From an optimization exercise on the open Yosys and OpenROAD flow, aimed at small area and a short achievable clock period; shortcuts taken in it are not production practice. No run shown here included a check of the RTL's function; only the layout flow was run.

## flow/design.v (module list and top-level ports; edited modules follow where they fit)
// module MAF: 2394 lines
module MAF(
    input clk,
    input  [31:0] A, B, C,
    input  [1:0]  func,
    output reg [63:0] Result
    );
  // ...
==> flow/flow/run.sh <==
#!/bin/bash
# Standard ORFS layout, except that synthesis skips the quick generic ABC run
# inside `synth` (synth -noabc), so extract_fa sees the RTL's own XOR/majority
# structure and maps full adders without inverters around them.
set -euo pipefail
here=$(pwd)
sed '1s/yosys synth -nofsm -noshare/yosys synth -nofsm -noshare -noabc/' synth_recipe.tcl > my_synth.tcl
grep -q -- '-noabc' my_synth.tcl
sed "s#SYNTH_SCRIPT=[^ ]*#SYNTH_SCRIPT=$here/my_synth.tcl#" standard.sh > my_standard.sh
grep -q "SYNTH_SCRIPT=$here/my_synth.tcl" my_standard.sh
bash my_standard.sh synth > synth.log 2>&1
bash my_standard.sh finish > layout.log 2>&1
test -f out/final.def
==> flow/standard.sh <==
#!/bin/bash
# synth_recipe.tcl (not shown) runs the flow's synth.tcl, then flattens the netlist and writes it again
# the make line also repeats each setting of config.mk as NAME=value (left out here)
make -C /OpenROAD-flow-scripts/flow DESIGN_CONFIG=/design/flow/config.mk WORK_HOME=/design/flow/orfs CLKGATE_MAP_FILE= SYNTH_SCRIPT=/design/flow/synth_recipe.tcl "${@:-finish}"
==> flow/config.mk <==
export PLATFORM = sky130hd
export DESIGN_NAME = MAF
export DESIGN_NICKNAME = MAF
export VERILOG_FILES = /design/flow/design.v
export SDC_FILE = /design/flow/constraint.sdc
export NUM_CORES = 4
export LEC_CHECK = 0
export CAP_MARGIN = 20
export CORE_MARGIN = 2
export CORE_UTILIZATION = 40
export SLEW_MARGIN = 20
==> flow/constraint.sdc <==
create_clock -name core_clock -period 10.0 [get_ports {clk}]
set_input_delay 2.0000 -clock core_clock [delete_from_list [all_inputs] [get_ports {clk}]]
set_output_delay 2.0000 -clock core_clock [all_outputs]
set_load 0.01 [all_outputs]
==> summary.md, run 1 <==
| Metric | Value |
|---|---|
| Tapcell count | `873` |
| Status | `no timing/DRC/antenna violations` |
| Minimum clock period | `9.285 ns` |
| Gr busiest metal | `met2` |
| Core Util, Final | `0.4587` |
| CTS buffer count | `9` |
| Area after DPL | `30580 um2` |
| Synth async-reset ratio | `0` |
| Top layer in use | `met4` |
| Vias per std cell | `6.385` |
| Root buffer cell | `clkbuf_16` |
| # Max-Cap Violations | `0` |
| Hold Path End | `Result[0]$_DFF_P_` |
| Sequential element share of the synthesized area | `0.04694` |
| Final Slew Violations | `0` |
| CTS max path bufs | `2` |
| CP max FO | `15` |
| Die Y | `265.2 um` |
| Top class by area | `multi-input combinational cells` |
| Setup_tns | `0 ns` |
| Final instance area | `30920 um2` |
| Post-CTS Resized | `0` |
| IO Count | `163` |
| Num rows | `95` |
| Critical path arrival | `9.55 ns` |
| Largest register FFs | `64` |
| Multi-input gates | `2400` |
==> run 2, diff against run 1 <==
--- a/flow/design.v
+++ b/flow/design.v
@@ -1148,16 +1148,595 @@
     wire s1141;
     wire c1142;
     wire s1143;
     wire c1144;
     wire s1145;
     wire c1146;
     wire s1147;
     wire c1148;
+    wire pg1149;
+    wire pg1150;
+    wire pp1151;
+    wire pg1152;
+    wire pp1153;
+    wire pg1154;
+    wire pp1155;
+    wire pg1156;
+    wire pp1157;
+    wire pg1158;
+    wire pp1159;
+    wire pg1160;
+    wire pp1161;
+    wire pg1162;
+    wire pp1163;
+    wire pg1164;
+    wire pp1165;
+    wire pg1166;
+    wire pp1167;
+    wire pg1168;
+    wire pp1169;
+    wire pg1170;
+    wire pp1171;
+    wire pg1172;
+    wire pp1173;
+    wire pg1174;
+    wire pp1175;
+    wire pg1176;
+    wire pp1177;
+    wire pg1178;
+    wire pp1179;
+    wire pg1180;
+    wire pp1181;
+    wire pg1182;
+    wire pp1183;
+    wire pg1184;
+    wire pp1185;
+    wire pg1186;
+    wire pp1187;
+    wire pg1188;
+    wire pp1189;
+    wire pg1190;
+    wire pp1191;
+    wire pg1192;
+    wire pp1193;
+    wire pg1194;
+    wire pp1195;
+    wire pg1196;
+    wire pp1197;
+    wire pg1198;
+    wire pp1199;
+    wire pg1200;
+    wire pp1201;
+    wire pg1202;
+    wire pp1203;
+    wire pg1204;
+    wire pp1205;
+    wire pg1206;
+    wire pp1207;
+    wire pg1208;
+    wire pp1209;
+    wire pg1210;
+    wire pp1211;
+    wire pg1212;
+    wire pp1213;
+    wire pg1214;
+    wire pp1215;
+    wire pg1216;
+    wire pp1217;
+    wire pg1218;
+    wire pp1219;
+    wire pg1220;
+    wire pp1221;
+    wire pg1222;
+    wire pp1223;
+    wire pg1224;
+    wire pp1225;
+    wire pg1226;
+    wire pp1227;
+    wire pg1228;
+    wire pp1229;
+    wire pg1230;
+    wire pp1231;
+    wire pg1232;
+    wire pp1233;
+    wire pg1234;
+    wire pp1235;
+    wire pg1236;
+    wire pp1237;
+    wire pg1238;
+    wire pp1239;
+    wire pg1240;
+    wire pp1241;
+    wire pg1242;
+    wire pp1243;
+    wire pg1244;
+    wire pp1245;
+    wire pg1246;
+    wire pp1247;
+    wire pg1248;
+    wire pp1249;
+    wire pg1250;
+    wire pp1251;
+    wire pg1252;
+    wire pp1253;
+    wire pg1254;
+    wire pp1255;
+    wire pg1256;
+    wire pp1257;
+    wire pg1258;
+    wire pp1259;
+    wire pg1260;
+    wire pp1261;
+    wire pg1262;
+    wire pp1263;
+    wire pg1264;
+    wire pp1265;
+    wire pg1266;
+    wire pp1267;
+    wire pg1268;
+    wire pp1269;
+    wire pg1270;
+    wire pp1271;
+    wire pg1272;
+    wire pp1273;
+    wire pg1274;
+    wire pg1275;
+    wire pg1276;
+    wire pp1277;
+    wire pg1278;
+    wire pp1279;
+    wire pg1280;
+    wire pp1281;
+    wire pg1282;
+    wire pp1283;
+    wire pg1284;
+    wire pp1285;
+    wire pg1286;
+    wire pp1287;
+    wire pg1288;
+    wire pp1289;
+    wire pg1290;
+    wire pp1291;
+    wire pg1292;
+    wire pp1293;
+    wire pg1294;
+    wire pp1295;
+    wire pg1296;
+    wire pp1297;
+    wire pg1298;
+    wire pp1299;
+    wire pg1300;
+    wire pp1301;
+    wire pg1302;
+    wire pp1303;
+    wire pg1304;
+    wire pp1305;
+    wire pg1306;
+    wire pp1307;
+    wire pg1308;
+    wire pp1309;
+    wire pg1310;
+    wire pp1311;
+    wire pg1312;
+    wire pp1313;
+    wire pg1314;
+    wire pp1315;
+    wire pg1316;
+    wire pp1317;
+    wire pg1318;
+    wire pp1319;
+    wire pg1320;
+    wire pp1321;
+    wire pg1322;
+    wire pp1323;
+    wire pg1324;
+    wire pp1325;
+    wire pg1326;
+    wire pp1327;
+    wire pg1328;
+    wire pp1329;
+    wire pg1330;
+    wire pp1331;
+    wire pg1332;
+    wire pp1333;
+    wire pg1334;
+    wire pp1335;
+    wire pg1336;
+    wire pp1337;
+    wire pg1338;
+    wire pp1339;
+    wire pg1340;
+    wire pp1341;
+    wire pg1342;
+    wire pp1343;
+    wire pg1344;
+    wire pp1345;
+    wire pg1346;
+    wire pp1347;
+    wire pg1348;
+    wire pp1349;
+    wire pg1350;
+    wire pp1351;
+    wire pg1352;
+    wire pp1353;
+    wire pg1354;
+    wire pp1355;
+    wire pg1356;
+    wire pp1357;
+    wire pg1358;
+    wire pp1359;
+    wire pg1360;
+    wire pp1361;
+    wire pg1362;
+    wire pp1363;
+    wire pg1364;
+    wire pp1365;
+    wire pg1366;
+    wire pp1367;
+    wire pg1368;
+    wire pp1369;
+    wire pg1370;
+    wire pp1371;
+    wire pg1372;
+    wire pp1373;
+    wire pg1374;
+    wire pp1375;
+    wire pg1376;
+    wire pp1377;
+    wire pg1378;
+    wire pp1379;
+    wire pg1380;
+    wire pp1381;
+    wire pg1382;
+    wire pp1383;
+    wire pg1384;
+    wire pp1385;
+    wire pg1386;
+    wire pp1387;
+    wire pg1388;
+    wire pp1389;
+    wire pg1390;
+    wire pp1391;
+    wire pg1392;
+    wire pp1393;
+    wire pg1394;
+    wire pp1395;
+    wire pg1396;
+    wire pg1397;
+    wire pg1398;
+    wire pg1399;
+    wire pg1400;
+    wire pp1401;
+    wire pg1402;
+    wire pp1403;
+    wire pg1404;
+    wire pp1405;
+    wire pg1406;
+    wire pp1407;
+    wire pg1408;
+    wire pp1409;
+    wire pg1410;
+    wire pp1411;
+    wire pg1412;
+    wire pp1413;
+    wire pg1414;
+    wire pp1415;
+    wire pg1416;
+    wire pp1417;
+    wire pg1418;
+    wire pp1419;
+    wire pg1420;
+    wire pp1421;
+    wire pg1422;
+    wire pp1423;
+    wire pg1424;
+    wire pp1425;
+    wire pg1426;
+    wire pp1427;
+    wire pg1428;
+    wire pp1429;
+    wire pg1430;
+    wire pp1431;
+    wire pg1432;
+    wire pp1433;
+    wire pg1434;
+    wire pp1435;
+    wire pg1436;
+    wire pp1437;
+    wire pg1438;
+    wire pp1439;
+    wire pg1440;
+    wire pp1441;
+    wire pg1442;
+    wire pp1443;
+    wire pg1444;
+    wire pp1445;
+    wire pg1446;
+    wire pp1447;
+    wire pg1448;
+    wire pp1449;
+    wire pg1450;
+    wire pp1451;
+    wire pg1452;
+    wire pp1453;
+    wire pg1454;
+    wire pp1455;
+    wire pg1456;
+    wire pp1457;
+    wire pg1458;
+    wire pp1459;
+    wire pg1460;
+    wire pp1461;
+    wire pg1462;
+    wire pp1463;
+    wire pg1464;
+    wire pp1465;
+    wire pg1466;
+    wire pp1467;
+    wire pg1468;
+    wire pp1469;
+    wire pg1470;
+    wire pp1471;
+    wire pg1472;
+    wire pp1473;
+    wire pg1474;
+    wire pp1475;
+    wire pg1476;
+    wire pp1477;
+    wire pg1478;
+    wire pp1479;
+    wire pg1480;
+    wire pp1481;
+    wire pg1482;
+    wire pp1483;
+    wire pg1484;
+    wire pp1485;
+    wire pg1486;
+    wire pp1487;
+    wire pg1488;
+    wire pp1489;
+    wire pg1490;
+    wire pp1491;
+    wire pg1492;
+    wire pp1493;
+    wire pg1494;
+    wire pp1495;
+    wire pg1496;
+    wire pp1497;
+    wire pg1498;
+    wire pp1499;
+    wire pg1500;
+    wire pp1501;
+    wire pg1502;
+    wire pp1503;
+    wire pg1504;
+    wire pp1505;
+    wire pg1506;
+    wire pp1507;
+    wire pg1508;
+    wire pp1509;
+    wire pg1510;
+    wire pp1511;
+    wire pg1512;
+    wire pg1513;
+    wire pg1514;
+    wire pg1515;
+    wire pg1516;
+    wire pg1517;
+    wire pg1518;
+    wire pg1519;
+    wire pg1520;
+    wire pp1521;
+    wire pg1522;
+    wire pp1523;
+    wire pg1524;
+    wire pp1525;
+    wire pg1526;
+    wire pp1527;
+    wire pg1528;
+    wire pp1529;
+    wire pg1530;
+    wire pp1531;
+    wire pg1532;
+    wire pp1533;
+    wire pg1534;
+    wire pp1535;
+    wire pg1536;
+    wire pp1537;
+    wire pg1538;
+    wire pp1539;
+    wire pg1540;
+    wire pp1541;
+    wire pg1542;
+    wire pp1543;
+    wire pg1544;
+    wire pp1545;
+    wire pg1546;
+    wire pp1547;
+    wire pg1548;
+    wire pp1549;
+    wire pg1550;
+    wire pp1551;
+    wire pg1552;
+    wire pp1553;
+    wire pg1554;
+    wire pp1555;
+    wire pg1556;
+    wire pp1557;
+    wire pg1558;
+    wire pp1559;
+    wire pg1560;
+    wire pp1561;
+    wire pg1562;
+    wire pp1563;
+    wire pg1564;
+    wire pp1565;
+    wire pg1566;
+    wire pp1567;
+    wire pg1568;
+    wire pp1569;
+    wire pg1570;
+    wire pp1571;
+    wire pg1572;
+    wire pp1573;
+    wire pg1574;
+    wire pp1575;
+    wire pg1576;
+    wire pp1577;
+    wire pg1578;
+    wire pp1579;
+    wire pg1580;
+    wire pp1581;
+    wire pg1582;
+    wire pp1583;
+    wire pg1584;
+    wire pp1585;
+    wire pg1586;
+    wire pp1587;
+    wire pg1588;
+    wire pp1589;
+    wire pg1590;
+    wire pp1591;
+    wire pg1592;
+    wire pp1593;
+    wire pg1594;
+    wire pp1595;
+    wire pg1596;
+    wire pp1597;
+    wire pg1598;
+    wire pp1599;
+    wire pg1600;
+    wire pp1601;
+    wire pg1602;
+    wire pp1603;
+    wire pg1604;
+    wire pp1605;
+    wire pg1606;
+    wire pp1607;
+    wire pg1608;
+    wire pp1609;
+    wire pg1610;
+    wire pp1611;
+    wire pg1612;
+    wire pp1613;
+    wire pg1614;
+    wire pp1615;
+    wire pg1616;
+    wire pg1617;
+    wire pg1618;
+    wire pg1619;
+    wire pg1620;
+    wire pg1621;
+    wire pg1622;
+    wire pg1623;
+    wire pg1624;
+    wire pg1625;
+    wire pg1626;
+    wire pg1627;
+    wire pg1628;
+    wire pg1629;
+    wire pg1630;
+    wire pg1631;
+    wire pg1632;
+    wire pp1633;
+    wire pg1634;
+    wire pp1635;
+    wire pg1636;
+    wire pp1637;
+    wire pg1638;
+    wire pp1639;
+    wire pg1640;
+    wire pp1641;
+    wire pg1642;
+    wire pp1643;
+    wire pg1644;
+    wire pp1645;
+    wire pg1646;
+    wire pp1647;
+    wire pg1648;
+    wire pp1649;
+    wire pg1650;
+    wire pp1651;
+    wire pg1652;
+    wire pp1653;
+    wire pg1654;
+    wire pp1655;
+    wire pg1656;
+    wire pp1657;
+    wire pg1658;
+    wire pp1659;
+    wire pg1660;
+    wire pp1661;
+    wire pg1662;
+    wire pp1663;
+    wire pg1664;
+    wire pp1665;
+    wire pg1666;
+    wire pp1667;
+    wire pg1668;
+    wire pp1669;
+    wire pg1670;
+    wire pp1671;
+    wire pg1672;
+    wire pp1673;
+    wire pg1674;
+    wire pp1675;
+    wire pg1676;
+    wire pp1677;
+    wire pg1678;
+    wire pp1679;
+    wire pg1680;
+    wire pp1681;
+    wire pg1682;
+    wire pp1683;
+    wire pg1684;
+    wire pp1685;
+    wire pg1686;
+    wire pp1687;
+    wire pg1688;
+    wire pp1689;
+    wire pg1690;
+    wire pp1691;
+    wire pg1692;
+    wire pp1693;
+    wire pg1694;
+    wire pp1695;
+    wire pg1696;
+    wire pg1697;
+    wire pg1698;
+    wire pg1699;
+    wire pg1700;
+    wire pg1701;
+    wire pg1702;
+    wire pg1703;
+    wire pg1704;
+    wire pg1705;
+    wire pg1706;
+    wire pg1707;
+    wire pg1708;
+    wire pg1709;
+    wire pg1710;
+    wire pg1711;
+    wire pg1712;
+    wire pg1713;
+    wire pg1714;
+    wire pg1715;
+    wire pg1716;
+    wire pg1717;
+    wire pg1718;
+    wire pg1719;
+    wire pg1720;
+    wire pg1721;
+    wire pg1722;
+    wire pg1723;
+    wire pg1724;
+    wire pg1725;
+    wire pg1726;
+    wire pg1727;
     wire mul_n = func[0];
     wire addc  = func[0] ^ func[1];
     wire [31:0] be = {B[31:1] & {31{~mul_n}}, B[0] | mul_n};
     wire [31:0] ce = C & {32{addc}};
     wire [34:0] bx = {2'b00, be, 1'b0};
     wire b0_2 = bx[2], b0_1 = bx[1], b0_0 = bx[0];
     wire one0 = b0_1 ^ b0_0;
     wire two0 = (b0_2 & ~b0_1 & ~b0_0) | (~b0_2 & b0_1 & b0_0);
@@ -2385,11 +2964,592 @@
     assign c1144 = s1141 & c1138;
     assign s1145 = (A[31] & b16_0) ^ (A[30] & b16_0) ^ ~neg15;
     assign c1146 = ((A[31] & b16_0) & (A[30] & b16_0)) | ((A[31] & b16_0) & ~neg15) | ((A[30] & b16_0) & ~neg15);
     assign s1147 = s1145 ^ c1142;
     assign c1148 = s1145 & c1142;
     wire [63:0] ra = {c1144, c1140, c1134, c1128, c1120, c1112, c1102, c1092, c1080, c1068, c1054, c1040, c1024, c1008, c990, c972, c952, c932, c910, c888, c864, c840, c814, c788, c760, c732, c702, c672, c640, c608, c576, c544, c512, c480, c450, c420, s417, s389, c338, c312, c288, c264, c242, c220, c200, s197, s177, c144, c128, c112, c98, s95, s81, c60, c50, s47, s37, c24, s21, s15, s9, s5, pp0[1], pp0[0]};
     wire [63:0] rb = {s1147, s1143, s1139, s1133, s1127, s1119, s1111, s1101, s1091, s1079, s1067, s1053, s1039, s1023, s1007, s989, s971, s951, s931, s909, s887, s863, s839, s813, s787, s759, s731, s701, s671, s639, s607, s575, s543, s511, s479, s449, s419, s391, s363, s337, s311, s287, s263, s241, s219, s199, s179, s161, s143, s127, s111, s97, s83, s71, s59, s49, s39, s31, s23, s17, s11, s7, s3, s1};
     wire [63:0] sum;
-    assign sum = ra + rb;
+    wire [63:0] g0 = ra & rb, p0 = ra ^ rb;
+    assign pg1149 = g0[1] | (p0[1] & g0[0]);
+    assign pg1150 = g0[2] | (p0[2] & g0[1]);
+    assign pp1151 = p0[2] & p0[1];
+    assign pg1152 = g0[3] | (p0[3] & g0[2]);
+    assign pp1153 = p0[3] & p0[2];
+    assign pg1154 = g0[4] | (p0[4] & g0[3]);
+    assign pp1155 = p0[4] & p0[3];
+    assign pg1156 = g0[5] | (p0[5] & g0[4]);
+    assign pp1157 = p0[5] & p0[4];
+    assign pg1158 = g0[6] | (p0[6] & g0[5]);
+    assign pp1159 = p0[6] & p0[5];
+    assign pg1160 = g0[7] | (p0[7] & g0[6]);
+    assign pp1161 = p0[7] & p0[6];
+    assign pg1162 = g0[8] | (p0[8] & g0[7]);
+    assign pp1163 = p0[8] & p0[7];
+    assign pg1164 = g0[9] | (p0[9] & g0[8]);
+    assign pp1165 = p0[9] & p0[8];
+    assign pg1166 = g0[10] | (p0[10] & g0[9]);
+    assign pp1167 = p0[10] & p0[9];
+    assign pg1168 = g0[11] | (p0[11] & g0[10]);
+    assign pp1169 = p0[11] & p0[10];
+    assign pg1170 = g0[12] | (p0[12] & g0[11]);
+    assign pp1171 = p0[12] & p0[11];
+    assign pg1172 = g0[13] | (p0[13] & g0[12]);
+    assign pp1173 = p0[13] & p0[12];
+    assign pg1174 = g0[14] | (p0[14] & g0[13]);
+    assign pp1175 = p0[14] & p0[13];
+    assign pg1176 = g0[15] | (p0[15] & g0[14]);
+    assign pp1177 = p0[15] & p0[14];
+    assign pg1178 = g0[16] | (p0[16] & g0[15]);
+    assign pp1179 = p0[16] & p0[15];
+    assign pg1180 = g0[17] | (p0[17] & g0[16]);
+    assign pp1181 = p0[17] & p0[16];
+    assign pg1182 = g0[18] | (p0[18] & g0[17]);
+    assign pp1183 = p0[18] & p0[17];
+    assign pg1184 = g0[19] | (p0[19] & g0[18]);
+    assign pp1185 = p0[19] & p0[18];
+    assign pg1186 = g0[20] | (p0[20] & g0[19]);
+    assign pp1187 = p0[20] & p0[19];
+    assign pg1188 = g0[21] | (p0[21] & g0[20]);
+    assign pp1189 = p0[21] & p0[20];
+    assign pg1190 = g0[22] | (p0[22] & g0[21]);
+    assign pp1191 = p0[22] & p0[21];
+    assign pg1192 = g0[23] | (p0[23] & g0[22]);
+    assign pp1193 = p0[23] & p0[22];
+    assign pg1194 = g0[24] | (p0[24] & g0[23]);
+    assign pp1195 = p0[24] & p0[23];
+    assign pg1196 = g0[25] | (p0[25] & g0[24]);
+    assign pp1197 = p0[25] & p0[24];
+    assign pg1198 = g0[26] | (p0[26] & g0[25]);
+    assign pp1199 = p0[26] & p0[25];
+    assign pg1200 = g0[27] | (p0[27] & g0[26]);
+    assign pp1201 = p0[27] & p0[26];
+    assign pg1202 = g0[28] | (p0[28] & g0[27]);
+    assign pp1203 = p0[28] & p0[27];
+    assign pg1204 = g0[29] | (p0[29] & g0[28]);
+    assign pp1205 = p0[29] & p0[28];
+    assign pg1206 = g0[30] | (p0[30] & g0[29]);
+    assign pp1207 = p0[30] & p0[29];
+    assign pg1208 = g0[31] | (p0[31] & g0[30]);
+    assign pp1209 = p0[31] & p0[30];
+    assign pg1210 = g0[32] | (p0[32] & g0[31]);
+    assign pp1211 = p0[32] & p0[31];
+    assign pg1212 = g0[33] | (p0[33] & g0[32]);
+    assign pp1213 = p0[33] & p0[32];
+    assign pg1214 = g0[34] | (p0[34] & g0[33]);
+    assign pp1215 = p0[34] & p0[33];
+    assign pg1216 = g0[35] | (p0[35] & g0[34]);
+    assign pp1217 = p0[35] & p0[34];
+    assign pg1218 = g0[36] | (p0[36] & g0[35]);
+    assign pp1219 = p0[36] & p0[35];
+    assign pg1220 = g0[37] | (p0[37] & g0[36]);
+    assign pp1221 = p0[37] & p0[36];
+    assign pg1222 = g0[38] | (p0[38] & g0[37]);
+    assign pp1223 = p0[38] & p0[37];
+    assign pg1224 = g0[39] | (p0[39] & g0[38]);
+    assign pp1225 = p0[39] & p0[38];
+    assign pg1226 = g0[40] | (p0[40] & g0[39]);
+    assign pp1227 = p0[40] & p0[39];
+    assign pg1228 = g0[41] | (p0[41] & g0[40]);
+    assign pp1229 = p0[41] & p0[40];
+    assign pg1230 = g0[42] | (p0[42] & g0[41]);
+    assign pp1231 = p0[42] & p0[41];
+    assign pg1232 = g0[43] | (p0[43] & g0[42]);
+    assign pp1233 = p0[43] & p0[42];
+    assign pg1234 = g0[44] | (p0[44] & g0[43]);
+    assign pp1235 = p0[44] & p0[43];
+    assign pg1236 = g0[45] | (p0[45] & g0[44]);
+    assign pp1237 = p0[45] & p0[44];
+    assign pg1238 = g0[46] | (p0[46] & g0[45]);
+    assign pp1239 = p0[46] & p0[45];
+    assign pg1240 = g0[47] | (p0[47] & g0[46]);
+    assign pp1241 = p0[47] & p0[46];
+    assign pg1242 = g0[48] | (p0[48] & g0[47]);
+    assign pp1243 = p0[48] & p0[47];
+    assign pg1244 = g0[49] | (p0[49] & g0[48]);
+    assign pp1245 = p0[49] & p0[48];
+    assign pg1246 = g0[50] | (p0[50] & g0[49]);
+    assign pp1247 = p0[50] & p0[49];
+    assign pg1248 = g0[51] | (p0[51] & g0[50]);
+    assign pp1249 = p0[51] & p0[50];
+    assign pg1250 = g0[52] | (p0[52] & g0[51]);
+    assign pp1251 = p0[52] & p0[51];
+    assign pg1252 = g0[53] | (p0[53] & g0[52]);
+    assign pp1253 = p0[53] & p0[52];
+    assign pg1254 = g0[54] | (p0[54] & g0[53]);
+    assign pp1255 = p0[54] & p0[53];
+    assign pg1256 = g0[55] | (p0[55] & g0[54]);
+    assign pp1257 = p0[55] & p0[54];
+    assign pg1258 = g0[56] | (p0[56] & g0[55]);
+    assign pp1259 = p0[56] & p0[55];
+    assign pg1260 = g0[57] | (p0[57] & g0[56]);
+    assign pp1261 = p0[57] & p0[56];
+    assign pg1262 = g0[58] | (p0[58] & g0[57]);
+    assign pp1263 = p0[58] & p0[57];
+    assign pg1264 = g0[59] | (p0[59] & g0[58]);
+    assign pp1265 = p0[59] & p0[58];
+    assign pg1266 = g0[60] | (p0[60] & g0[59]);
+    assign pp1267 = p0[60] & p0[59];
+    assign pg1268 = g0[61] | (p0[61] & g0[60]);
+    assign pp1269 = p0[61] & p0[60];
+    assign pg1270 = g0[62] | (p0[62] & g0[61]);
+    assign pp1271 = p0[62] & p0[61];
+    assign pg1272 = g0[63] | (p0[63] & g0[62]);
+    assign pp1273 = p0[63] & p0[62];
+    assign pg1274 = pg1150 | (pp1151 & g0[0]);
+    assign pg1275 = pg1152 | (pp1153 & pg1149);
+    assign pg1276 = pg1154 | (pp1155 & pg1150);
+    assign pp1277 = pp1155 & pp1151;
+    assign pg1278 = pg1156 | (pp1157 & pg1152);
+    assign pp1279 = pp1157 & pp1153;
+    assign pg1280 = pg1158 | (pp1159 & pg1154);
+    assign pp1281 = pp1159 & pp1155;
+    assign pg1282 = pg1160 | (pp1161 & pg1156);
+    assign pp1283 = pp1161 & pp1157;
+    assign pg1284 = pg1162 | (pp1163 & pg1158);
+    assign pp1285 = pp1163 & pp1159;
+    assign pg1286 = pg1164 | (pp1165 & pg1160);
+    assign pp1287 = pp1165 & pp1161;
+    assign pg1288 = pg1166 | (pp1167 & pg1162);
+    assign pp1289 = pp1167 & pp1163;
+    assign pg1290 = pg1168 | (pp1169 & pg1164);
+    assign pp1291 = pp1169 & pp1165;
+    assign pg1292 = pg1170 | (pp1171 & pg1166);
+    assign pp1293 = pp1171 & pp1167;
+    assign pg1294 = pg1172 | (pp1173 & pg1168);
+    assign pp1295 = pp1173 & pp1169;
+    assign pg1296 = pg1174 | (pp1175 & pg1170);
+    assign pp1297 = pp1175 & pp1171;
+    assign pg1298 = pg1176 | (pp1177 & pg1172);
+    assign pp1299 = pp1177 & pp1173;
+    assign pg1300 = pg1178 | (pp1179 & pg1174);
+    assign pp1301 = pp1179 & pp1175;
+    assign pg1302 = pg1180 | (pp1181 & pg1176);
+    assign pp1303 = pp1181 & pp1177;
+    assign pg1304 = pg1182 | (pp1183 & pg1178);
+    assign pp1305 = pp1183 & pp1179;
+    assign pg1306 = pg1184 | (pp1185 & pg1180);
+    assign pp1307 = pp1185 & pp1181;
+    assign pg1308 = pg1186 | (pp1187 & pg1182);
+    assign pp1309 = pp1187 & pp1183;
+    assign pg1310 = pg1188 | (pp1189 & pg1184);
+    assign pp1311 = pp1189 & pp1185;
+    assign pg1312 = pg1190 | (pp1191 & pg1186);
+    assign pp1313 = pp1191 & pp1187;
+    assign pg1314 = pg1192 | (pp1193 & pg1188);
+    assign pp1315 = pp1193 & pp1189;
+    assign pg1316 = pg1194 | (pp1195 & pg1190);
+    assign pp1317 = pp1195 & pp1191;
+    assign pg1318 = pg1196 | (pp1197 & pg1192);
+    assign pp1319 = pp1197 & pp1193;
+    assign pg1320 = pg1198 | (pp1199 & pg1194);
+    assign pp1321 = pp1199 & pp1195;
+    assign pg1322 = pg1200 | (pp1201 & pg1196);
+    assign pp1323 = pp1201 & pp1197;
+    assign pg1324 = pg1202 | (pp1203 & pg1198);
+    assign pp1325 = pp1203 & pp1199;
+    assign pg1326 = pg1204 | (pp1205 & pg1200);
+    assign pp1327 = pp1205 & pp1201;
+    assign pg1328 = pg1206 | (pp1207 & pg1202);
+    assign pp1329 = pp1207 & pp1203;
+    assign pg1330 = pg1208 | (pp1209 & pg1204);
+    assign pp1331 = pp1209 & pp1205;
+    assign pg1332 = pg1210 | (pp1211 & pg1206);
+    assign pp1333 = pp1211 & pp1207;
+    assign pg1334 = pg1212 | (pp1213 & pg1208);
+    assign pp1335 = pp1213 & pp1209;
+    assign pg1336 = pg1214 | (pp1215 & pg1210);
+    assign pp1337 = pp1215 & pp1211;
+    assign pg1338 = pg1216 | (pp1217 & pg1212);
+    assign pp1339 = pp1217 & pp1213;
+    assign pg1340 = pg1218 | (pp1219 & pg1214);
+    assign pp1341 = pp1219 & pp1215;
+    assign pg1342 = pg1220 | (pp1221 & pg1216);
+    assign pp1343 = pp1221 & pp1217;
+    assign pg1344 = pg1222 | (pp1223 & pg1218);
+    assign pp1345 = pp1223 & pp1219;
+    assign pg1346 = pg1224 | (pp1225 & pg1220);
+    assign pp1347 = pp1225 & pp1221;
+    assign pg1348 = pg1226 | (pp1227 & pg1222);
+    assign pp1349 = pp1227 & pp1223;
+    assign pg1350 = pg1228 | (pp1229 & pg1224);
+    assign pp1351 = pp1229 & pp1225;
+    assign pg1352 = pg1230 | (pp1231 & pg1226);
+    assign pp1353 = pp1231 & pp1227;
+    assign pg1354 = pg1232 | (pp1233 & pg1228);
+    assign pp1355 = pp1233 & pp1229;
+    assign pg1356 = pg1234 | (pp1235 & pg1230);
+    assign pp1357 = pp1235 & pp1231;
+    assign pg1358 = pg1236 | (pp1237 & pg1232);
+    assign pp1359 = pp1237 & pp1233;
+    assign pg1360 = pg1238 | (pp1239 & pg1234);
+    assign pp1361 = pp1239 & pp1235;
+    assign pg1362 = pg1240 | (pp1241 & pg1236);
+    assign pp1363 = pp1241 & pp1237;
+    assign pg1364 = pg1242 | (pp1243 & pg1238);
+    assign pp1365 = pp1243 & pp1239;
+    assign pg1366 = pg1244 | (pp1245 & pg1240);
+    assign pp1367 = pp1245 & pp1241;
+    assign pg1368 = pg1246 | (pp1247 & pg1242);
+    assign pp1369 = pp1247 & pp1243;
+    assign pg1370 = pg1248 | (pp1249 & pg1244);
+    assign pp1371 = pp1249 & pp1245;
+    assign pg1372 = pg1250 | (pp1251 & pg1246);
+    assign pp1373 = pp1251 & pp1247;
+    assign pg1374 = pg1252 | (pp1253 & pg1248);
+    assign pp1375 = pp1253 & pp1249;
+    assign pg1376 = pg1254 | (pp1255 & pg1250);
+    assign pp1377 = pp1255 & pp1251;
+    assign pg1378 = pg1256 | (pp1257 & pg1252);
+    assign pp1379 = pp1257 & pp1253;
+    assign pg1380 = pg1258 | (pp1259 & pg1254);
+    assign pp1381 = pp1259 & pp1255;
+    assign pg1382 = pg1260 | (pp1261 & pg1256);
+    assign pp1383 = pp1261 & pp1257;
+    assign pg1384 = pg1262 | (pp1263 & pg1258);
+    assign pp1385 = pp1263 & pp1259;
+    assign pg1386 = pg1264 | (pp1265 & pg1260);
+    assign pp1387 = pp1265 & pp1261;
+    assign pg1388 = pg1266 | (pp1267 & pg1262);
+    assign pp1389 = pp1267 & pp1263;
+    assign pg1390 = pg1268 | (pp1269 & pg1264);
+    assign pp1391 = pp1269 & pp1265;
+    assign pg1392 = pg1270 | (pp1271 & pg1266);
+    assign pp1393 = pp1271 & pp1267;
+    assign pg1394 = pg1272 | (pp1273 & pg1268);
+    assign pp1395 = pp1273 & pp1269;
+    assign pg1396 = pg1276 | (pp1277 & g0[0]);
+    assign pg1397 = pg1278 | (pp1279 & pg1149);
+    assign pg1398 = pg1280 | (pp1281 & pg1274);
+    assign pg1399 = pg1282 | (pp1283 & pg1275);
+    assign pg1400 = pg1284 | (pp1285 & pg1276);
+    assign pp1401 = pp1285 & pp1277;
+    assign pg1402 = pg1286 | (pp1287 & pg1278);
+    assign pp1403 = pp1287 & pp1279;
+    assign pg1404 = pg1288 | (pp1289 & pg1280);
+    assign pp1405 = pp1289 & pp1281;
+    assign pg1406 = pg1290 | (pp1291 & pg1282);
+    assign pp1407 = pp1291 & pp1283;
+    assign pg1408 = pg1292 | (pp1293 & pg1284);
+    assign pp1409 = pp1293 & pp1285;
+    assign pg1410 = pg1294 | (pp1295 & pg1286);
+    assign pp1411 = pp1295 & pp1287;
+    assign pg1412 = pg1296 | (pp1297 & pg1288);
+    assign pp1413 = pp1297 & pp1289;
+    assign pg1414 = pg1298 | (pp1299 & pg1290);
+    assign pp1415 = pp1299 & pp1291;
+    assign pg1416 = pg1300 | (pp1301 & pg1292);
+    assign pp1417 = pp1301 & pp1293;
+    assign pg1418 = pg1302 | (pp1303 & pg1294);
+    assign pp1419 = pp1303 & pp1295;
+    assign pg1420 = pg1304 | (pp1305 & pg1296);
+    assign pp1421 = pp1305 & pp1297;
+    assign pg1422 = pg1306 | (pp1307 & pg1298);
+    assign pp1423 = pp1307 & pp1299;
+    assign pg1424 = pg1308 | (pp1309 & pg1300);
+    assign pp1425 = pp1309 & pp1301;
+    assign pg1426 = pg1310 | (pp1311 & pg1302);
+    assign pp1427 = pp1311 & pp1303;
+    assign pg1428 = pg1312 | (pp1313 & pg1304);
+    assign pp1429 = pp1313 & pp1305;
+    assign pg1430 = pg1314 | (pp1315 & pg1306);
+    assign pp1431 = pp1315 & pp1307;
+    assign pg1432 = pg1316 | (pp1317 & pg1308);
+    assign pp1433 = pp1317 & pp1309;
+    assign pg1434 = pg1318 | (pp1319 & pg1310);
+    assign pp1435 = pp1319 & pp1311;
+    assign pg1436 = pg1320 | (pp1321 & pg1312);
+    assign pp1437 = pp1321 & pp1313;
+    assign pg1438 = pg1322 | (pp1323 & pg1314);
+    assign pp1439 = pp1323 & pp1315;
+    assign pg1440 = pg1324 | (pp1325 & pg1316);
+    assign pp1441 = pp1325 & pp1317;
+    assign pg1442 = pg1326 | (pp1327 & pg1318);
+    assign pp1443 = pp1327 & pp1319;
+    assign pg1444 = pg1328 | (pp1329 & pg1320);
+    assign pp1445 = pp1329 & pp1321;
+    assign pg1446 = pg1330 | (pp1331 & pg1322);
+    assign pp1447 = pp1331 & pp1323;
+    assign pg1448 = pg1332 | (pp1333 & pg1324);
+    assign pp1449 = pp1333 & pp1325;
+    assign pg1450 = pg1334 | (pp1335 & pg1326);
+    assign pp1451 = pp1335 & pp1327;
+    assign pg1452 = pg1336 | (pp1337 & pg1328);
+    assign pp1453 = pp1337 & pp1329;
+    assign pg1454 = pg1338 | (pp1339 & pg1330);
+    assign pp1455 = pp1339 & pp1331;
+    assign pg1456 = pg1340 | (pp1341 & pg1332);
+    assign pp1457 = pp1341 & pp1333;
+    assign pg1458 = pg1342 | (pp1343 & pg1334);
+    assign pp1459 = pp1343 & pp1335;
+    assign pg1460 = pg1344 | (pp1345 & pg1336);
+    assign pp1461 = pp1345 & pp1337;
+    assign pg1462 = pg1346 | (pp1347 & pg1338);
+    assign pp1463 = pp1347 & pp1339;
+    assign pg1464 = pg1348 | (pp1349 & pg1340);
+    assign pp1465 = pp1349 & pp1341;
+    assign pg1466 = pg1350 | (pp1351 & pg1342);
+    assign pp1467 = pp1351 & pp1343;
+    assign pg1468 = pg1352 | (pp1353 & pg1344);
+    assign pp1469 = pp1353 & pp1345;
+    assign pg1470 = pg1354 | (pp1355 & pg1346);
+    assign pp1471 = pp1355 & pp1347;
+    assign pg1472 = pg1356 | (pp1357 & pg1348);
+    assign pp1473 = pp1357 & pp1349;
+    assign pg1474 = pg1358 | (pp1359 & pg1350);
+    assign pp1475 = pp1359 & pp1351;
+    assign pg1476 = pg1360 | (pp1361 & pg1352);
+    assign pp1477 = pp1361 & pp1353;
+    assign pg1478 = pg1362 | (pp1363 & pg1354);
+    assign pp1479 = pp1363 & pp1355;
+    assign pg1480 = pg1364 | (pp1365 & pg1356);
+    assign pp1481 = pp1365 & pp1357;
+    assign pg1482 = pg1366 | (pp1367 & pg1358);
+    assign pp1483 = pp1367 & pp1359;
+    assign pg1484 = pg1368 | (pp1369 & pg1360);
+    assign pp1485 = pp1369 & pp1361;
+    assign pg1486 = pg1370 | (pp1371 & pg1362);
+    assign pp1487 = pp1371 & pp1363;
+    assign pg1488 = pg1372 | (pp1373 & pg1364);
+    assign pp1489 = pp1373 & pp1365;
+    assign pg1490 = pg1374 | (pp1375 & pg1366);
+    assign pp1491 = pp1375 & pp1367;
+    assign pg1492 = pg1376 | (pp1377 & pg1368);
+    assign pp1493 = pp1377 & pp1369;
+    assign pg1494 = pg1378 | (pp1379 & pg1370);
+    assign pp1495 = pp1379 & pp1371;
+    assign pg1496 = pg1380 | (pp1381 & pg1372);
+    assign pp1497 = pp1381 & pp1373;
+    assign pg1498 = pg1382 | (pp1383 & pg1374);
+    assign pp1499 = pp1383 & pp1375;
+    assign pg1500 = pg1384 | (pp1385 & pg1376);
+    assign pp1501 = pp1385 & pp1377;
+    assign pg1502 = pg1386 | (pp1387 & pg1378);
+    assign pp1503 = pp1387 & pp1379;
+    assign pg1504 = pg1388 | (pp1389 & pg1380);
+    assign pp1505 = pp1389 & pp1381;
+    assign pg1506 = pg1390 | (pp1391 & pg1382);
+    assign pp1507 = pp1391 & pp1383;
+    assign pg1508 = pg1392 | (pp1393 & pg1384);
+    assign pp1509 = pp1393 & pp1385;
+    assign pg1510 = pg1394 | (pp1395 & pg1386);
+    assign pp1511 = pp1395 & pp1387;
+    assign pg1512 = pg1400 | (pp1401 & g0[0]);
+    assign pg1513 = pg1402 | (pp1403 & pg1149);
+    assign pg1514 = pg1404 | (pp1405 & pg1274);
+    assign pg1515 = pg1406 | (pp1407 & pg1275);
+    assign pg1516 = pg1408 | (pp1409 & pg1396);
+    assign pg1517 = pg1410 | (pp1411 & pg1397);
+    assign pg1518 = pg1412 | (pp1413 & pg1398);
+    assign pg1519 = pg1414 | (pp1415 & pg1399);
+    assign pg1520 = pg1416 | (pp1417 & pg1400);
+    assign pp1521 = pp1417 & pp1401;
+    assign pg1522 = pg1418 | (pp1419 & pg1402);
+    assign pp1523 = pp1419 & pp1403;
+    assign pg1524 = pg1420 | (pp1421 & pg1404);
+    assign pp1525 = pp1421 & pp1405;
+    assign pg1526 = pg1422 | (pp1423 & pg1406);
+    assign pp1527 = pp1423 & pp1407;
+    assign pg1528 = pg1424 | (pp1425 & pg1408);
+    assign pp1529 = pp1425 & pp1409;
+    assign pg1530 = pg1426 | (pp1427 & pg1410);
+    assign pp1531 = pp1427 & pp1411;
+    assign pg1532 = pg1428 | (pp1429 & pg1412);
+    assign pp1533 = pp1429 & pp1413;
+    assign pg1534 = pg1430 | (pp1431 & pg1414);
+    assign pp1535 = pp1431 & pp1415;
+    assign pg1536 = pg1432 | (pp1433 & pg1416);
+    assign pp1537 = pp1433 & pp1417;
+    assign pg1538 = pg1434 | (pp1435 & pg1418);
+    assign pp1539 = pp1435 & pp1419;
+    assign pg1540 = pg1436 | (pp1437 & pg1420);
+    assign pp1541 = pp1437 & pp1421;
+    assign pg1542 = pg1438 | (pp1439 & pg1422);
+    assign pp1543 = pp1439 & pp1423;
+    assign pg1544 = pg1440 | (pp1441 & pg1424);
+    assign pp1545 = pp1441 & pp1425;
+    assign pg1546 = pg1442 | (pp1443 & pg1426);
+    assign pp1547 = pp1443 & pp1427;
+    assign pg1548 = pg1444 | (pp1445 & pg1428);
+    assign pp1549 = pp1445 & pp1429;
+    assign pg1550 = pg1446 | (pp1447 & pg1430);
+    assign pp1551 = pp1447 & pp1431;
+    assign pg1552 = pg1448 | (pp1449 & pg1432);
+    assign pp1553 = pp1449 & pp1433;
+    assign pg1554 = pg1450 | (pp1451 & pg1434);
+    assign pp1555 = pp1451 & pp1435;
+    assign pg1556 = pg1452 | (pp1453 & pg1436);
+    assign pp1557 = pp1453 & pp1437;
+    assign pg1558 = pg1454 | (pp1455 & pg1438);
+    assign pp1559 = pp1455 & pp1439;
+    assign pg1560 = pg1456 | (pp1457 & pg1440);
+    assign pp1561 = pp1457 & pp1441;
+    assign pg1562 = pg1458 | (pp1459 & pg1442);
+    assign pp1563 = pp1459 & pp1443;
+    assign pg1564 = pg1460 | (pp1461 & pg1444);
+    assign pp1565 = pp1461 & pp1445;
+    assign pg1566 = pg1462 | (pp1463 & pg1446);
+    assign pp1567 = pp1463 & pp1447;
+    assign pg1568 = pg1464 | (pp1465 & pg1448);
+    assign pp1569 = pp1465 & pp1449;
+    assign pg1570 = pg1466 | (pp1467 & pg1450);
+    assign pp1571 = pp1467 & pp1451;
+    assign pg1572 = pg1468 | (pp1469 & pg1452);
+    assign pp1573 = pp1469 & pp1453;
+    assign pg1574 = pg1470 | (pp1471 & pg1454);
+    assign pp1575 = pp1471 & pp1455;
+    assign pg1576 = pg1472 | (pp1473 & pg1456);
+    assign pp1577 = pp1473 & pp1457;
+    assign pg1578 = pg1474 | (pp1475 & pg1458);
+    assign pp1579 = pp1475 & pp1459;
+    assign pg1580 = pg1476 | (pp1477 & pg1460);
+    assign pp1581 = pp1477 & pp1461;
+    assign pg1582 = pg1478 | (pp1479 & pg1462);
+    assign pp1583 = pp1479 & pp1463;
+    assign pg1584 = pg1480 | (pp1481 & pg1464);
+    assign pp1585 = pp1481 & pp1465;
+    assign pg1586 = pg1482 | (pp1483 & pg1466);
+    assign pp1587 = pp1483 & pp1467;
+    assign pg1588 = pg1484 | (pp1485 & pg1468);
+    assign pp1589 = pp1485 & pp1469;
+    assign pg1590 = pg1486 | (pp1487 & pg1470);
+    assign pp1591 = pp1487 & pp1471;
+    assign pg1592 = pg1488 | (pp1489 & pg1472);
+    assign pp1593 = pp1489 & pp1473;
+    assign pg1594 = pg1490 | (pp1491 & pg1474);
+    assign pp1595 = pp1491 & pp1475;
+    assign pg1596 = pg1492 | (pp1493 & pg1476);
+    assign pp1597 = pp1493 & pp1477;
+    assign pg1598 = pg1494 | (pp1495 & pg1478);
+    assign pp1599 = pp1495 & pp1479;
+    assign pg1600 = pg1496 | (pp1497 & pg1480);
+    assign pp1601 = pp1497 & pp1481;
+    assign pg1602 = pg1498 | (pp1499 & pg1482);
+    assign pp1603 = pp1499 & pp1483;
+    assign pg1604 = pg1500 | (pp1501 & pg1484);
+    assign pp1605 = pp1501 & pp1485;
+    assign pg1606 = pg1502 | (pp1503 & pg1486);
+    assign pp1607 = pp1503 & pp1487;
+    assign pg1608 = pg1504 | (pp1505 & pg1488);
+    assign pp1609 = pp1505 & pp1489;
+    assign pg1610 = pg1506 | (pp1507 & pg1490);
+    assign pp1611 = pp1507 & pp1491;
+    assign pg1612 = pg1508 | (pp1509 & pg1492);
+    assign pp1613 = pp1509 & pp1493;
+    assign pg1614 = pg1510 | (pp1511 & pg1494);
+    assign pp1615 = pp1511 & pp1495;
+    assign pg1616 = pg1520 | (pp1521 & g0[0]);
+    assign pg1617 = pg1522 | (pp1523 & pg1149);
+    assign pg1618 = pg1524 | (pp1525 & pg1274);
+    assign pg1619 = pg1526 | (pp1527 & pg1275);
+    assign pg1620 = pg1528 | (pp1529 & pg1396);
+    assign pg1621 = pg1530 | (pp1531 & pg1397);
+    assign pg1622 = pg1532 | (pp1533 & pg1398);
+    assign pg1623 = pg1534 | (pp1535 & pg1399);
+    assign pg1624 = pg1536 | (pp1537 & pg1512);
+    assign pg1625 = pg1538 | (pp1539 & pg1513);
+    assign pg1626 = pg1540 | (pp1541 & pg1514);
+    assign pg1627 = pg1542 | (pp1543 & pg1515);
+    assign pg1628 = pg1544 | (pp1545 & pg1516);
+    assign pg1629 = pg1546 | (pp1547 & pg1517);
+    assign pg1630 = pg1548 | (pp1549 & pg1518);
+    assign pg1631 = pg1550 | (pp1551 & pg1519);
+    assign pg1632 = pg1552 | (pp1553 & pg1520);
+    assign pp1633 = pp1553 & pp1521;
+    assign pg1634 = pg1554 | (pp1555 & pg1522);
+    assign pp1635 = pp1555 & pp1523;
+    assign pg1636 = pg1556 | (pp1557 & pg1524);
+    assign pp1637 = pp1557 & pp1525;
+    assign pg1638 = pg1558 | (pp1559 & pg1526);
+    assign pp1639 = pp1559 & pp1527;
+    assign pg1640 = pg1560 | (pp1561 & pg1528);
+    assign pp1641 = pp1561 & pp1529;
+    assign pg1642 = pg1562 | (pp1563 & pg1530);
+    assign pp1643 = pp1563 & pp1531;
+    assign pg1644 = pg1564 | (pp1565 & pg1532);
+    assign pp1645 = pp1565 & pp1533;
+    assign pg1646 = pg1566 | (pp1567 & pg1534);
+    assign pp1647 = pp1567 & pp1535;
+    assign pg1648 = pg1568 | (pp1569 & pg1536);
+    assign pp1649 = pp1569 & pp1537;
+    assign pg1650 = pg1570 | (pp1571 & pg1538);
+    assign pp1651 = pp1571 & pp1539;
+    assign pg1652 = pg1572 | (pp1573 & pg1540);
+    assign pp1653 = pp1573 & pp1541;
+    assign pg1654 = pg1574 | (pp1575 & pg1542);
+    assign pp1655 = pp1575 & pp1543;
+    assign pg1656 = pg1576 | (pp1577 & pg1544);
+    assign pp1657 = pp1577 & pp1545;
+    assign pg1658 = pg1578 | (pp1579 & pg1546);
+    assign pp1659 = pp1579 & pp1547;
+    assign pg1660 = pg1580 | (pp1581 & pg1548);
+    assign pp1661 = pp1581 & pp1549;
+    assign pg1662 = pg1582 | (pp1583 & pg1550);
+    assign pp1663 = pp1583 & pp1551;
+    assign pg1664 = pg1584 | (pp1585 & pg1552);
+    assign pp1665 = pp1585 & pp1553;
+    assign pg1666 = pg1586 | (pp1587 & pg1554);
+    assign pp1667 = pp1587 & pp1555;
+    assign pg1668 = pg1588 | (pp1589 & pg1556);
+    assign pp1669 = pp1589 & pp1557;
+    assign pg1670 = pg1590 | (pp1591 & pg1558);
+    assign pp1671 = pp1591 & pp1559;
+    assign pg1672 = pg1592 | (pp1593 & pg1560);
+    assign pp1673 = pp1593 & pp1561;
+    assign pg1674 = pg1594 | (pp1595 & pg1562);
+    assign pp1675 = pp1595 & pp1563;
+    assign pg1676 = pg1596 | (pp1597 & pg1564);
+    assign pp1677 = pp1597 & pp1565;
+    assign pg1678 = pg1598 | (pp1599 & pg1566);
+    assign pp1679 = pp1599 & pp1567;
+    assign pg1680 = pg1600 | (pp1601 & pg1568);
+    assign pp1681 = pp1601 & pp1569;
+    assign pg1682 = pg1602 | (pp1603 & pg1570);
+    assign pp1683 = pp1603 & pp1571;
+    assign pg1684 = pg1604 | (pp1605 & pg1572);
+    assign pp1685 = pp1605 & pp1573;
+    assign pg1686 = pg1606 | (pp1607 & pg1574);
+    assign pp1687 = pp1607 & pp1575;
+    assign pg1688 = pg1608 | (pp1609 & pg1576);
+    assign pp1689 = pp1609 & pp1577;
+    assign pg1690 = pg1610 | (pp1611 & pg1578);
+    assign pp1691 = pp1611 & pp1579;
+    assign pg1692 = pg1612 | (pp1613 & pg1580);
+    assign pp1693 = pp1613 & pp1581;
+    assign pg1694 = pg1614 | (pp1615 & pg1582);
+    assign pp1695 = pp1615 & pp1583;
+    assign pg1696 = pg1632 | (pp1633 & g0[0]);
+    assign pg1697 = pg1634 | (pp1635 & pg1149);
+    assign pg1698 = pg1636 | (pp1637 & pg1274);
+    assign pg1699 = pg1638 | (pp1639 & pg1275);
+    assign pg1700 = pg1640 | (pp1641 & pg1396);
+    assign pg1701 = pg1642 | (pp1643 & pg1397);
+    assign pg1702 = pg1644 | (pp1645 & pg1398);
+    assign pg1703 = pg1646 | (pp1647 & pg1399);
+    assign pg1704 = pg1648 | (pp1649 & pg1512);
+    assign pg1705 = pg1650 | (pp1651 & pg1513);
+    assign pg1706 = pg1652 | (pp1653 & pg1514);
+    assign pg1707 = pg1654 | (pp1655 & pg1515);
+    assign pg1708 = pg1656 | (pp1657 & pg1516);
+    assign pg1709 = pg1658 | (pp1659 & pg1517);
+    assign pg1710 = pg1660 | (pp1661 & pg1518);
+    assign pg1711 = pg1662 | (pp1663 & pg1519);
+    assign pg1712 = pg1664 | (pp1665 & pg1616);
+    assign pg1713 = pg1666 | (pp1667 & pg1617);
+    assign pg1714 = pg1668 | (pp1669 & pg1618);
+    assign pg1715 = pg1670 | (pp1671 & pg1619);
+    assign pg1716 = pg1672 | (pp1673 & pg1620);
+    assign pg1717 = pg1674 | (pp1675 & pg1621);
+    assign pg1718 = pg1676 | (pp1677 & pg1622);
+    assign pg1719 = pg1678 | (pp1679 & pg1623);
+    assign pg1720 = pg1680 | (pp1681 & pg1624);
+    assign pg1721 = pg1682 | (pp1683 & pg1625);
+    assign pg1722 = pg1684 | (pp1685 & pg1626);
+    assign pg1723 = pg1686 | (pp1687 & pg1627);
+    assign pg1724 = pg1688 | (pp1689 & pg1628);
+    assign pg1725 = pg1690 | (pp1691 & pg1629);
+    assign pg1726 = pg1692 | (pp1693 & pg1630);
+    assign pg1727 = pg1694 | (pp1695 & pg1631);
+    wire [63:0] cin = {pg1726, pg1725, pg1724, pg1723, pg1722, pg1721, pg1720, pg1719, pg1718, pg1717, pg1716, pg1715, pg1714, pg1713, pg1712, pg1711, pg1710, pg1709, pg1708, pg1707, pg1706, pg1705, pg1704, pg1703, pg1702, pg1701, pg1700, pg1699, pg1698, pg1697, pg1696, pg1631, pg1630, pg1629, pg1628, pg1627, pg1626, pg1625, pg1624, pg1623, pg1622, pg1621, pg1620, pg1619, pg1618, pg1617, pg1616, pg1519, pg1518, pg1517, pg1516, pg1515, pg1514, pg1513, pg1512, pg1399, pg1398, pg1397, pg1396, pg1275, pg1274, pg1149, g0[0], 1'b0};
+    assign sum = p0 ^ cin;
     always @(posedge clk) Result <= sum;
 endmodule
==> flow/flow/run.sh (replaced) <==
#!/bin/bash
# Standard ORFS layout with two changes:
#  - synthesis runs `synth -noabc` (the quick generic ABC pass inside synth is
#    skipped), so extract_fa sees the RTL's XOR/majority structure and maps
#    full adders without the inverters it otherwise puts around them;
#  - extra make variables from flow/make_args.txt (e.g. the port buffer cell).
# Each tool's output goes to its own log here and under orfs/logs.
set -euo pipefail
here=$(pwd)
sed '1s/yosys synth -nofsm -noshare/yosys synth -nofsm -noshare -noabc/' synth_recipe.tcl > my_synth.tcl
grep -q -- '-noabc' my_synth.tcl
sed "s#SYNTH_SCRIPT=[^ ]*#SYNTH_SCRIPT=$here/my_synth.tcl#" standard.sh > my_standard.sh
grep -q "SYNTH_SCRIPT=$here/my_synth.tcl" my_standard.sh
extra=()
if [[ -f flow/make_args.txt ]]; then
  while IFS= read -r line; do [[ -n "$line" ]] && extra+=("$line"); done < flow/make_args.txt
fi
bash my_standard.sh "${extra[@]}" synth > synth.log 2>&1
bash my_standard.sh "${extra[@]}" finish > layout.log 2>&1
test -f out/final.def
==> flow/flow/make_args.txt (new file) <==
BUFFER_PORTS_ARGS=-buffer_cell sky130_fd_sc_hd__buf_2
==> flow/config.mk (replaced) <==
export PLATFORM = sky130hd
export DESIGN_NAME = MAF
export DESIGN_NICKNAME = MAF
export VERILOG_FILES = /design/flow/design.v
export SDC_FILE = /design/flow/constraint.sdc
export NUM_CORES = 4
export LEC_CHECK = 0
export ABC_CLOCK_PERIOD_IN_PS = 4000
export CAP_MARGIN = 20
export CORE_MARGIN = 2
export CORE_UTILIZATION = 40
export SLEW_MARGIN = 20
==> summary.md, run 2 <==
| Metric | Value |
|---|---|
| Final instance area | `29340 um2 (-5.1%)` |
| PortBufs | `162` |
| Most common cell after layout, fill and taps aside | `xnor2_1` |
| Initial antenna violation count | `2` |
| Most frequent cells in the layout | `xnor2_1 (548), fa_1 (510), a22oi_1 (465)` |
| Crit path buf inv count | `5` |
| Syn Nets | `3599` |
| Max Fclk | `0.1047 GHz` |
| Routed Antenna Nets | `0` |
| Vias in the first global route | `24376` |
| CTS buffer count | `9 (unchanged)` |
| CTS max path bufs | `2 (unchanged)` |
| Layout overhead on the synthesized area | `8.500%` |
| Seq cells post-synth | `64` |
| Syn avg cell area | `9.442 um2` |
| Top layer in use | `met5` |
| First-pass GRT wire length | `160.7 mm` |
| Area after DPL | `29040 um2 (-5.0%)` |
| GPL Wtd Cong | `1.007` |
| Root buffer cell | `clkbuf_16` |
| Critical path arrival | `9.85 ns (+0.30 ns)` |
| Total clock sinks | `64` |
| Initial Util | `0.4034` |
| Setup violators final | `0` |
| Die area | `69700 um2` |
| Met1 WL | `43.59 mm` |
| Minimum clock period | `9.553 ns (+0.2676 ns)` |
| Synthesized area | `27040 um2` |
| Gr usage total | `0.3067` |
| IO Count | `163 (unchanged)` |
| CP max stage delay | `0.84 ns` |
| Number of synthesized flops with an enable pin | `0` |
| Post-synth top area cell | `fa_1` |
| Fillers | `6567` |
| Vias per std cell | `6.401 (+0.25%)` |
| Final nets | `3574` |
| Period utilization | `0.9553` |
| Min-Delay Path Class | `input port to flop` |
| Post-DP HPWL | `81.78 mm` |
| GRT overflow | `0` |
| Crit path cell chain | `buf_4 -> nor2_2 -> buf_4 -> a22oi_1 -> xnor2_1 -> fa_1 -> fa_1 -> fa_1 -> fa_1 -> fa_1 -> fa_1 -> ha_1 -> ha_1 -> a21o_1 -> a21o_1 -> a21oi_1 -> buf_4 -> o21ai_0 -> a21oi_1 -> buf_4 -> buf_4 -> o21a_1 -> nand2_1 -> a221o_1` |
| Post-synth top area share | `0.3776` |
| Core box area | `67040 um2` |
| Num rows | `95 (unchanged)` |
| Post-CTS Setup Bufs | `0` |
| Slew margin rel. | `0.2779` |
| WL met3 | `16.03 mm` |
| Most flop-heavy register | `Result` |
| CP Capture Type | `flop` |
| CP max FO | `39 (+24)` |
| Die Wd | `264.0 um` |
| H-tree depth | `3` |
| Synth cell types | `63` |
| DR iter-0 viols | `3504` |
| Multi-input gate area | `24330 um2` |
| Routed WL per cell | `28.91 um` |
| Worst path slowest cell | `nor2_2` |
| Status | `no timing/DRC/antenna violations` |
| DR DRC count | `0` |
| Met2 wire length | `44.90 mm` |
| Via count | `23811` |
| Warnings, synthesis | `1` |
| RSZ-0062 raised after global routing | `false` |
| Top cells by area, synth | `fa_1 (38%), xnor2_1 (18%), a22oi_1 (13%)` |
| TritonCTS clock tree | `built` |
| Drt first pass iters | `7` |
| Synth cell count leaders | `xnor2_1 (548), fa_1 (510), a22oi_1 (465)` |
| Setup_tns | `0 ns (unchanged)` |
| Crit Path Class | `input port to flop` |
| Worst EP required | `10.29 ns` |
| Worst-Margin Slew | `1.083 ns` |
| Cell family with most CP delay | `adder cells` |
| Clock transition at the registers of the reported paths | `0.07 ns` |
| Top Registers | `Result (64)` |
| Die Y | `264.0 um (-0.46%)` |
| Sequential element share of the synthesized area | `0.04738 (+0.0004452)` |
| Syn Inst Count | `2864` |
| Post-CTS Resized | `0 (unchanged)` |
| Post-Layout Cell Count | `3720` |
| Final Slew Violations | `0 (unchanged)` |
| Most used cell, CP | `fa_1` |
| Count leader, synth | `xnor2_1` |
| Ys flop type | `dfxtp_1` |
| Largest net degree at the start of global routing | `40` |
| Startpoint Class | `input port` |
| Hold_buf cts | `0` |
| Final Hold Vio Count | `0` |
| Reg area | `1281 um2` |
| Fraction of layout cells with a size suffix above 1 | `0.1326` |
| Largest register FFs | `64 (unchanged)` |
| Synth async-reset ratio | `0 (unchanged)` |
| Placed Cells | `3701` |
| # Max-Cap Violations | `0 (unchanged)` |
| Wirelength, routed | `107.5 mm` |
[run 2: cell count changes in the layout (fill, tap and decap cells not counted), sizes merged, moves of 10 or more]
| cell | previous run | this run |
|---|---|---|
| a21oi | 109 | 157 |
| a32o | 31 | 0 |
| buf | 191 | 303 |
| clkdlybuf4s50 | 161 | 0 |
| inv | 72 | 95 |
| mux2i | 17 | 1 |
| nand2b | 21 | 2 |
| nor2b | 34 | 19 |
| nor3 | 20 | 10 |
| o22a | 0 | 32 |
[run 2: worst min-delay path, cell delays in order]
cell,delay [ns]
buf_2,0.07
and2_1,0.11
ha_1,0.13
ha_1,0.12
[run 2: final timing paths]
path	from	to	slack, ns	cells after the start
setup / recovery	func[0]	Result[54]$_DFF_P_	0.45	24
hold / removal	C[0]	Result[0]$_DFF_P_	2.05	4
[run 2: kinds of logic after synthesis]
| group | synth area share |
|---|---|
| AOI/OAI and AO/OA | 0.2088 |
| adders and majority gates | 0.4359 |
| xor gates and xnor gates | 0.1849 |
| buffers and inverters | 0.06024 |
| and+or+nand+nor | 0.06196 |
| DFF | 0.04738 |
| muxes | 0.0007866 |
[run 2: per-layer routing]
layer  track usage  up-vias
li1              -     9740
met1        0.4286    12011
met2        0.4395     1815
met3        0.1212      243
met4       0.08047        2
met5             0        -
[run 2: area by class of cell]
| type | count | share of cell area |
|---|---|---|
| antenna | 3 | 0.0002559 |
| inverter | 95 | 0.01215 |
| multi-input combinational | 2366 | 0.8292 |
| clock buffer | 10 | 0.007804 |
| clock inverter | 6 | 0.002047 |
| timing repair buffer | 303 | 0.06764 |
| sequential | 64 | 0.04367 |
| tap | 873 | 0.03723 |
[run 2: per-stage QoR]
stage / setup WS [ns] / utilization / hold slack, ns
finish: 0.4473 / 0.4376 / 2.052
global placement: 0.4112 / 0.4332 / 2.397
floorplan: 1.371 / - / 2.304
global route: 0.3146 / 0.4375 / 2.102
detailed placement: 0.2691 / 0.4332 / 2.394
CTS: 0.6576 / 0.4375 / 2.044
==> run 3, diff against run 2 <==
--- a/flow/config.mk
+++ b/flow/config.mk
@@ -8,5 +8,6 @@
 export ABC_CLOCK_PERIOD_IN_PS = 4000
 export CAP_MARGIN = 20
 export CORE_MARGIN = 2
-export CORE_UTILIZATION = 40
+export CORE_UTILIZATION = 55
+export SETUP_SLACK_MARGIN = 2
 export SLEW_MARGIN = 20
==> summary.md, run 3 <==
| Metric | Value |
|---|---|
| Synth cell types | `63 (unchanged)` |
| First-pass GRT wire length | `163.0 mm (+1.4%)` |
| Max Fclk | `0.1208 GHz (+15%)` |
| Initial Util | `0.5547 (+0.1513)` |
| Syn avg cell area | `9.442 um2 (unchanged)` |
| Post-synth top area cell | `fa_1` |
| Gr usage total | `0.4390 (+0.1323)` |
| IO Count | `163 (unchanged)` |
| GPL Wtd Cong | `1.003 (-0.44%)` |
| Most frequent cells in the layout | `xnor2_1 (528), a22oi_1 (449), fa_1 (394)` |
| Largest register FFs | `64 (unchanged)` |
| Post-DP HPWL | `81.97 mm (+0.24%)` |
| CTS buffer count | `9 (unchanged)` |
| Synth async-reset ratio | `0 (unchanged)` |
| Status | `no timing/DRC/antenna violations` |
| Routed WL per cell | `30.80 um (+6.6%)` |
| PortBufs | `162 (unchanged)` |
| Via count | `25403 (+6.7%)` |
| TritonCTS clock tree | `built` |
| Hold_buf cts | `0 (unchanged)` |
| Min-Delay Path Class | `input port to flop` |
| DR DRC count | `0 (unchanged)` |
| Worst-Margin Slew | `0.7798 ns (-0.3034 ns)` |
| Minimum clock period | `8.282 ns (-1.271 ns)` |
| Startpoint Class | `input port` |
| DR iter-0 viols | `3490 (-0.40%)` |
| Layout overhead on the synthesized area | `21.82%` |
| CP max stage delay | `0.57 ns (-0.27 ns)` |
| Num rows | `81 (-15%)` |
| Worst path slowest cell | `fa_1` |
| Largest net degree at the start of global routing | `46 (+15%)` |
| Crit Path Class | `input port to flop` |
| Drt first pass iters | `9 (+2)` |
| Critical path arrival | `8.58 ns (-1.27 ns)` |
| Warnings, synthesis | `1 (unchanged)` |
| Number of synthesized flops with an enable pin | `0 (unchanged)` |
| RSZ-0062 raised after global routing | `true` |
| Final instance area | `32940 um2 (+12%)` |
| CP max FO | `6 (-85%)` |
| Final Slew Violations | `0 (unchanged)` |
| Top Registers | `Result (64)` |
| Setup violators final | `0 (unchanged)` |
| Die Y | `225.7 um (-14%)` |
| Vias per std cell | `6.875 (+7.4%)` |
| Total clock sinks | `64 (unchanged)` |
| Clock transition at the registers of the reported paths | `0.07 ns (about the same)` |
| Sequential element share of the synthesized area | `0.04738 (unchanged)` |
| # Max-Cap Violations | `0 (unchanged)` |
| Post-synth top area share | `0.3776 (unchanged)` |
| Worst EP required | `10.30 ns (about the same)` |
| Root buffer cell | `clkbuf_16` |
| Syn Inst Count | `2864 (unchanged)` |
| Setup_tns | `0 ns (unchanged)` |
| CTS max path bufs | `2 (unchanged)` |
| Hold Slack | `2.136 ns (+0.08372 ns)` |
| Wirelength, routed | `113.8 mm (+5.8%)` |
| Final nets | `3759 (+5.2%)` |
| Top cells by area, synth | `fa_1 (38%), xnor2_1 (18%), a22oi_1 (13%)` |
| Core Util, Final | `0.6757 (+0.2381)` |
| Initial antenna violation count | `4 (+2)` |
| Die area | `50950 um2 (-27%)` |
| H-tree depth | `3 (unchanged)` |
| Slew margin rel. | `0.4801 (+0.2022)` |
| Most common cell after layout, fill and taps aside | `xnor2_1` |
| Period utilization | `0.8282 (-0.1271)` |
| Crit path buf inv count | `4 (-1)` |
| Count leader, synth | `xnor2_1` |
| Die Wd | `225.7 um (-14%)` |
| Area after DPL | `29090 um2 (+0.16%)` |
| Fraction of layout cells with a size suffix above 1 | `0.2800 (+0.1474)` |
| Most flop-heavy register | `Result` |
| Syn Nets | `3599 (unchanged)` |
| Vias in the first global route | `25195 (+3.4%)` |
| CP Capture Type | `flop` |
| Synthesized area | `27040 um2 (unchanged)` |
| GRT overflow | `0 (unchanged)` |
| Synth cell count leaders | `xnor2_1 (548), fa_1 (510), a22oi_1 (465)` |
| Core box area | `48750 um2 (-27%)` |
| Final Hold Vio Count | `0 (unchanged)` |
| Ys flop type | `dfxtp_1` |
| Seq cells post-synth | `64 (unchanged)` |
| Routed Antenna Nets | `0 (unchanged)` |
| Cell family with most CP delay | `adder cells` |
## run 3: routing by layer
metal	GRT usage	wire length, um
met2	0.6221	46880
met3	0.1762	17310
met1	0.5932	43240
met5	0	80
met4	0.1850	6297
## run 3: final cells by class
type / instances / area, um2
multi-input cells: 2367 / 25960
repair buffers: 487 / 4155
clock buffers: 10 / 239.0
well taps: 664 / 830.8
inverters: 95 / 356.6
fillers: 3855 / 15810
diodes: 2 / 5.005
flip-flops and latches: 64 / 1281
clock inverters: 6 / 115.1
## run 3: metrics by stage
stage / worst slack [ns] / cells
after floorplan: 1.939 / 2864
after global placement: 0.1623 / 3525
after detailed placement: 0.1486 / 3525
after CTS: 1.857 / 3652
after global routing: 1.696 / 3693
final: 1.718 / 3695
## run 3: tightest hold or removal path: cells and delay by family
kind,cells,cell delay [ns]
fa+ha+maj,2,0.27
simple gates,1,0.16
buf+inv,1,0.07
## run 3: cells by family (layout without fill, tap and decap cells)
logic type,count (synthesis),after routing,share of synthesized area
AO/OA/AOI/OAI,804,804,0.2088
flip-flops,64,64,0.04738
XOR/XNOR,571,571,0.1849
adder cells (fa/ha/maj),636,636,0.4359
buffers and inverters,434,598,0.06024
multiplexers,2,2,0.0007866
other,0,2,0
AND/OR/NAND/NOR,353,354,0.06196
## run 3: worst paths after layout
check | from | endpoint | depth (start not counted)
worst max-delay path | B[8] | Result[63]$_DFF_P_ | 27
worst min-delay path | C[0] | Result[0]$_DFF_P_ | 4
## run 3: what timing repair did
| item | in CTS | in global routing |
|---|---|---|
| endpoints found under the hold margin | 0 | 0 |
| pin swaps | 98 | 159 |
| setup buffers | 106 | 38 |
| endpoints found under the setup margin | 34 | 29 |
| gates cloned | 5 | 3 |
| resized for setup | 233 | 231 |

==> static timing again, ports no longer ideal <==
Ports are ideal in the flow. The routed layouts listed here were re-timed in OpenROAD. Step 1, drivers: a clkbuf_16 drives clk and a buf_2 each remaining input, both assumed. Step 2, shift: input delay + t, output delay - t, t = (earliest + latest rising clock arrival at the registers) / 2. This alone moves slack from input paths to output paths. Slacks: ideal / step 1 / step 2; pairs: ideal / step 1.
run	t, ns	setup slack, ns	worst slew at a driven data input, ns	cell pins on the clock port's net
run 1	0.445	0.715 / 0.734 / 0.290	0.09	1
run 2	0.467	0.447 / 0.492 / 0.025	0.06	1
run 3	0.453	1.718 / 1.693 / 1.240	0.13	1
After both steps setup and hold are still met in every run listed. For run 3, which loses most, drivers alone change the setup slack by -0.025 ns; drivers and shift together by -0.478 ns.
